Source: an optimization exercise on an open RTL-to-GDS flow (aim: small area). Production flows keep margins and buffers that such runs may drop. Only simulation tests tie the RTL to the original design; equivalence was not proved.

==> flow/design.v, too long to show whole: its modules and the start of the top module <==
// module hamming_window: 1205 lines
// module mul_fa: 4 lines
// module ha_m: 4 lines
// module aoi222m: 4 lines
// module oa22m: 3 lines
// module oa21m: 3 lines
// module aoi221m: 3 lines
// module aoi21m: 3 lines
// module mux2im: 3 lines
// module oai22m: 3 lines
// module or2m: 3 lines
// module nand2m: 3 lines
// module nor2m: 3 lines
// module inv_m: 3 lines
// module and2m: 3 lines
// module xor2m: 3 lines
// module xnor2m: 3 lines
// module xor3m: 3 lines
// module carry2: 3 lines
// module gp_t: 4 lines
// module gp_n: 4 lines
// module chain_aoi: 3 lines
// module chain_oai: 3 lines
// module rom_dd: 415 lines
// module rom_fix: 137 lines
// module k_a211o: 3 lines
// module k_a21o: 3 lines
// module k_a221o: 3 lines
// module k_a31o: 3 lines
// module k_a31oi: 3 lines
// module k_a32o: 3 lines
// module k_a32oi: 3 lines
// module k_and2: 3 lines
// module k_and3: 3 lines
// module k_inv: 3 lines
// module k_nand2: 3 lines
// module k_nand2b: 3 lines
// module k_nand3: 3 lines
// module k_nand4: 3 lines
// module k_nor2: 3 lines
// module k_o2111a: 3 lines
// module k_o21a: 3 lines
// module k_o21ai: 3 lines
// module k_o221a: 3 lines
// module k_o22ai: 3 lines
// module k_o311a: 3 lines
// module k_o311ai: 3 lines
// module k_o31a: 3 lines
// module k_xnor2: 3 lines
module hamming_window #(
    parameter DATA_WIDTH = 16,
    parameter WINDOW_SIZE = 1024
)(
    input wire clk,
    input wire rst_n,
    input wire [DATA_WIDTH-1:0] data_in,
    input wire data_valid,
    output wire [DATA_WIDTH-1:0] data_out,
    output wire data_out_valid
);
  // ...
==> flow/run.sh <==
#!/bin/bash
# synth_recipe.tcl (not shown) runs the flow's synth.tcl, then flattens the netlist and writes it again
# the make line also repeats each setting of config.mk as NAME=value (left out here)
make -C /OpenROAD-flow-scripts/flow DESIGN_CONFIG=/design/flow/config.mk WORK_HOME=/design/flow/orfs CLKGATE_MAP_FILE= SYNTH_SCRIPT=/design/flow/synth_recipe.tcl finish
==> flow/config.mk <==
export PLATFORM = sky130hd
export DESIGN_NAME = hamming_window
export DESIGN_NICKNAME = hamming_window
export VERILOG_FILES = /design/flow/design.v
export SDC_FILE = /design/flow/constraint.sdc
export NUM_CORES = 4
export LEC_CHECK = 0
export CAP_MARGIN = 20
export CORE_MARGIN = 2
export CORE_UTILIZATION = 65
export PLACE_DENSITY = 0.75
export SLEW_MARGIN = 20
export SYNTH_HIERARCHICAL = 1
export SYNTH_MEMORY_MAX_BITS = 32768
export SYNTH_MINIMUM_KEEP_SIZE = 0
==> flow/constraint.sdc <==
create_clock -name core_clock -period 10.0 [get_ports {clk}]
set_input_delay 2.0000 -clock core_clock [delete_from_list [all_inputs] [get_ports {clk}]]
set_output_delay 2.0000 -clock core_clock [all_outputs]
set_load 0.01 [all_outputs]
==> out/metrics.yaml, run 1 <==
finish:
  fin_area_sq_um: 9050
synthesis:
  synth_top_area_cell: "fa_1"
  synth_edf_count: 0
  synth_adder_area_share: 0.332
  syn_area_sq_um: 8200
  avgSynthCellArea_sq_um: 8.99
clock_tree:
  numCtsBuffers: 5
  cts.sinks: 49
  ctsResizeCount: 0
  post_cts_buffers: 0
  htreeDepth: 2
  clkLatencyLatePin_ps: 300
global_route:
  antenna_found_initial: 0
  use_met1: 0.513
  grt_first_pass_wirelength_microns: 39300
  grt_pass1_vias: 7804
  gr-usage-met3: 0.0524
  busiest_layer: "met2"
  global_route.usage.met2: 0.603
floorplanning:
  taps: 172
  initial_core_util: 0.657
  placement_rows: 41
worst_setup_path:
  rr_worst_depth: 30
  worstPathRequired_ps: 10230
  setup.worst_path.end: "result_hi[14]"
  endpoint_kind: "register"
  r2r-start: "window_index[9]"
  path_depth: 30
  path_class: "in2reg"
timing:
  rsz0062_at_grt: "no"
  min_period_over_period: 0.839
  setup-tns-final_ps: 0
route:
  wl_per_cell_microns: 21.0
  drt_iter0_drc: 1065
  num_vias: 7712
  route.detailed.drc: 0
outcome:
  outcome: "finished clean"
placed_design:
  hpwlAfterDp_microns: 17800
min_path:
  hp-start: "slope[0]"
==> inputs of run 2 (changes only) <==
==> flow/flow/run.sh (new file) <==
#!/bin/bash
# Layout flow: the standard layout (standard.sh: standard synthesis, floorplan,
# placement, CTS, routing, finish) with one change: the buffers that ORFS puts on
# every input and output port are the smallest buffer, sky130_fd_sc_hd__buf_1,
# instead of ORFS's default choice.  Each tool's full output stays in the ORFS
# log folder (orfs/logs/...); make's own output goes to flow_make.log.
set -euo pipefail
export BUFFER_PORTS_ARGS="-buffer_cell sky130_fd_sc_hd__buf_1"
bash standard.sh finish > flow_make.log 2>&1
==> flow/standard.sh (new file) <==
#!/bin/bash
# synth_recipe.tcl (not shown) runs the flow's synth.tcl, then flattens the netlist and writes it again
# the make line also repeats each setting of config.mk as NAME=value (left out here)
make -C /OpenROAD-flow-scripts/flow DESIGN_CONFIG=/design/flow/config.mk WORK_HOME=/design/flow/orfs CLKGATE_MAP_FILE= SYNTH_SCRIPT=/design/flow/synth_recipe.tcl "${@:-finish}"
removed: flow/run.sh
==> out/metrics.yaml, run 2 <==
outcome:
  outcome: "finished clean"  # unchanged
floorplanning:
  dieArea_sq_um: 13500  # unchanged
  coreArea_sq_um: 12500  # unchanged
  die_h_microns: 116  # unchanged
  placement_rows: 41  # unchanged
  initial_core_util: 0.657  # unchanged
  chipWidth_microns: 116  # unchanged
  io_pins: 36  # unchanged
clock_tree:
  numCtsBuffers: 5  # unchanged
  clockBufferDepth: 2  # unchanged
  clkLatencyLatePin_ps: 300  # about the same
  ctsResizeCount: 0  # unchanged
  clock-root-buffer: "clkbuf_16"  # unchanged
  clk_pin_slew_ps: 70  # about the same
  cts_tree: "yes"  # unchanged
  post_cts_buffers: 0  # unchanged
  cts.sinks: 49  # unchanged
  htreeDepth: 2  # unchanged
  hold_buffers: 0  # unchanged
synthesis:
  ys_seq_elements: 49  # unchanged
  synth.most_common_cell: "xor2_1"  # unchanged
  yosys_warnings: 7  # unchanged
  synthTopCellsByArea: "fa_1, xor2_1, o22ai_1"  # unchanged
  yosysSeqAreaShare: 0.142  # unchanged
  avgSynthCellArea_sq_um: 8.99  # unchanged
  syn_area_sq_um: 8200  # unchanged
  synthDominantCellAreaShare: 0.283  # unchanged
  ys_types: 36  # unchanged
  synth_common_cells: "xor2_1, o22ai_1, fa_1"  # unchanged
  async_flop_share: 0.694  # unchanged
  synth_top_area_cell: "fa_1"  # unchanged
  synthFlopType: "dfrtp_1"  # unchanged
  synthCells: 912  # unchanged
  synth_edf_count: 0  # unchanged
route:
  drt_iter0_drc: 1044  # was 1065
  postRouteAntennaNets: 0  # unchanged
  wl_microns: 24000  # was 24100 microns
  num_vias: 7530  # was 7712
  drtPass1Iterations: 6  # was 7
  viasPerCell: 6.56  # was 6.73
  wl_per_cell_microns: 20.9  # was 21.0 microns
  route.detailed.drc: 0  # unchanged
placed_design:
  portBuffers: 34  # unchanged
  place_congestion: 0.999  # was 0.953
  dp_cells: 1139  # was 1138
  hpwlAfterDp_microns: 17400  # was 17800 microns
timing:
  period_needed_ps: 7950  # was 8390 ps
  rsz0062_at_grt: "no"  # unchanged
  min_period_over_period: 0.795  # was 0.839
  fin_skew_ps: 7.75  # was 11.4 ps
  maxSlewHeadroom: 0.310  # was 0.299
  timing.fmax_ghz: 0.126  # was 0.119 GHz
  setup-tns-final_ps: 0  # unchanged
  setup_viol: 0  # unchanged
  worst_slew_pin_slew_ps: 1030  # was 1050 ps
  slew_viol_final: 0  # unchanged
  hold_viol_final: 0  # unchanged
finish:
  diodes: 0  # unchanged
  finalNetCount: 1141  # was 1140
  top_regs: "coeff (15), result_hi (15), window_index (10)"  # unchanged
  final_common_cell: "xor2_1"  # unchanged
  final_util: 0.710  # was 0.726
  fin_cells: 1147  # was 1146
  final_layout_size_suffix_gt1_frac: 0.0595  # was 0.0575
  area_growth_pct: 7.95  # was 10.4%
  fillers: 946  # was 898
  layout_common_cells: "xor2_1, o22ai_1, fa_1"  # unchanged
worst_setup_path:
  setup.worst_path.end: "result_hi[14]"  # unchanged
  cpMostUsedCell: "o21ai_1"  # unchanged
  critPathLaunchType: "input pin"  # unchanged
  r2r_setup_slack_ps: 2130  # was 1890 ps
  path_class: "in2reg"  # unchanged
  slowest_stage: "fa_1"  # unchanged
  rr_endpoint: "slope[7]"  # unchanged
  crit_path_max_fanout: 16  # unchanged
  rr_worst_depth: 30  # unchanged
  critPathLaunch: "data_in[10]"  # was data_in[7]
  slowest_delay_ps: 530  # was 510 ps
  r2r-start: "window_index[9]"  # unchanged
  worstPathRequired_ps: 10230  # about the same
  endpoint_kind: "register"  # unchanged
  cp.arrival_ps: 8180  # was 8630 ps
global_route:
  grt_pass1_vias: 7996  # was 7804
  grt_first_pass_wirelength_microns: 39100  # was 39300 microns
  antenna_found_initial: 0  # unchanged
  grt_util_all_layers: 0.371  # was 0.374
  grt_overflow: 0  # unchanged
  grt_max_degree: 35  # unchanged
min_path:
  worstHoldPathType: "reg2reg"  # unchanged
  hp-start: "slope[0]"  # unchanged
run:
  cap_violations: 0  # unchanged
[run 2: logic make-up after synthesis]
group / share of synthesized area
DFF: 0.142
AOI/OAI and AO/OA: 0.170
other: 0.000458
adders and majority gates: 0.332
and+or+nand+nor: 0.135
xor gates and xnor gates: 0.188
buffers and inverters: 0.0321
[run 2: worst min path at each step]
stage	end	slack (ps)	depth (start not counted)
global route	slope[0]	540	1
CTS	slope[0]	510	1
floorplan	slope[0]	470	1
global placement	slope[0]	480	1
finish	slope[0]	510	1
detailed placement	slope[0]	500	1
[run 2: critical path: cells and delay by family]
| family | cells | cell delay (ps) |
|---|---|---|
| AO/OA/AOI/OAI | 20 | 3500 |
| adder cells (fa/ha/maj) | 4 | 1770 |
| buffers and inverters | 2 | 500 |
| XOR/XNOR | 2 | 360 |
| AND/OR/NAND/NOR | 1 | 60 |
[run 2: layout make-up]
class	count	area [sq um]	area share
Inverter	68	255	0.0289
Sequential cell	49	1160	0.131
Clock inverter	3	28.8	0.00325
Tap cell	172	215	0.0243
Clock buffer	5	125	0.0141
Multi-Input combinational cell	797	6790	0.768
Timing Repair Buffer	53	272	0.0307
[run 2: per-module statistics from Yosys, one instance, submodules excluded, excerpt]
module     times used  area, sq um  cells  flip-flops and latches
mul_fa            116         20.0      1                       0
chain_oai          14         5.00      1                       0
k_o221a             1         11.3      1                       0
xor2m             152         8.76      1                       0
k_o31a              1         8.76      1                       0
k_o21a              1         7.51      1                       0
inv_m              31         3.75      1                       0
k_nand3            38         5.00      1                       0
[run 2: stage by stage]
stage | instance area, sq um | hold WS (ps) | worst slack (ps)
floorplan | 8210 | 471 | 2480
global placement | 8690 | 483 | 2060
detailed placement | 8690 | 496 | 1840
CTS | 8850 | 512 | 2130
global route | 8850 | 544 | 1610
finish | 8850 | 511 | 2050
[run 2: metal layers]
layer	routed length, microns	vias up	GRT usage
li1	-	3274	-
met1	9380	3635	0.503
met2	11500	511	0.606
met3	2310	110	0.0545
met4	798	0	0.148
met5	0	-	0

re-timing with driven ports:
The results above use ideal ports. As a check the final layouts listed here were re-extracted and re-timed, cells and wires unchanged.
Step 1 (the two cells are an assumption about what drives the block):
set clk [get_ports {clk}]
set_driving_cell -lib_cell sky130_fd_sc_hd__clkbuf_16 $clk
set_driving_cell -lib_cell sky130_fd_sc_hd__buf_2 [delete_from_list [all_inputs] $clk]
Step 2 adds t to the input delays and takes it off the output delays; t is the mean of the earliest and latest rising clock arrival at the registers after step 1. Input paths then give back, and output paths get back, about the clock's delay inside the block.
a / b / c = ideal / step 1 / step 2; a / b = the first two.
run | shift t [ns] | setup slack, ns | pins driven straight from the clock port
run 1 | 0.332 | 1.605 / 1.619 / 1.287 | 1
run 2 | 0.333 | 2.053 / 2.069 / 1.736 | 1
After both steps every run listed still meets setup and hold. The setup slack of run 1, which loses most, moves by +0.014 ns with the drivers and by -0.318 ns with both steps.
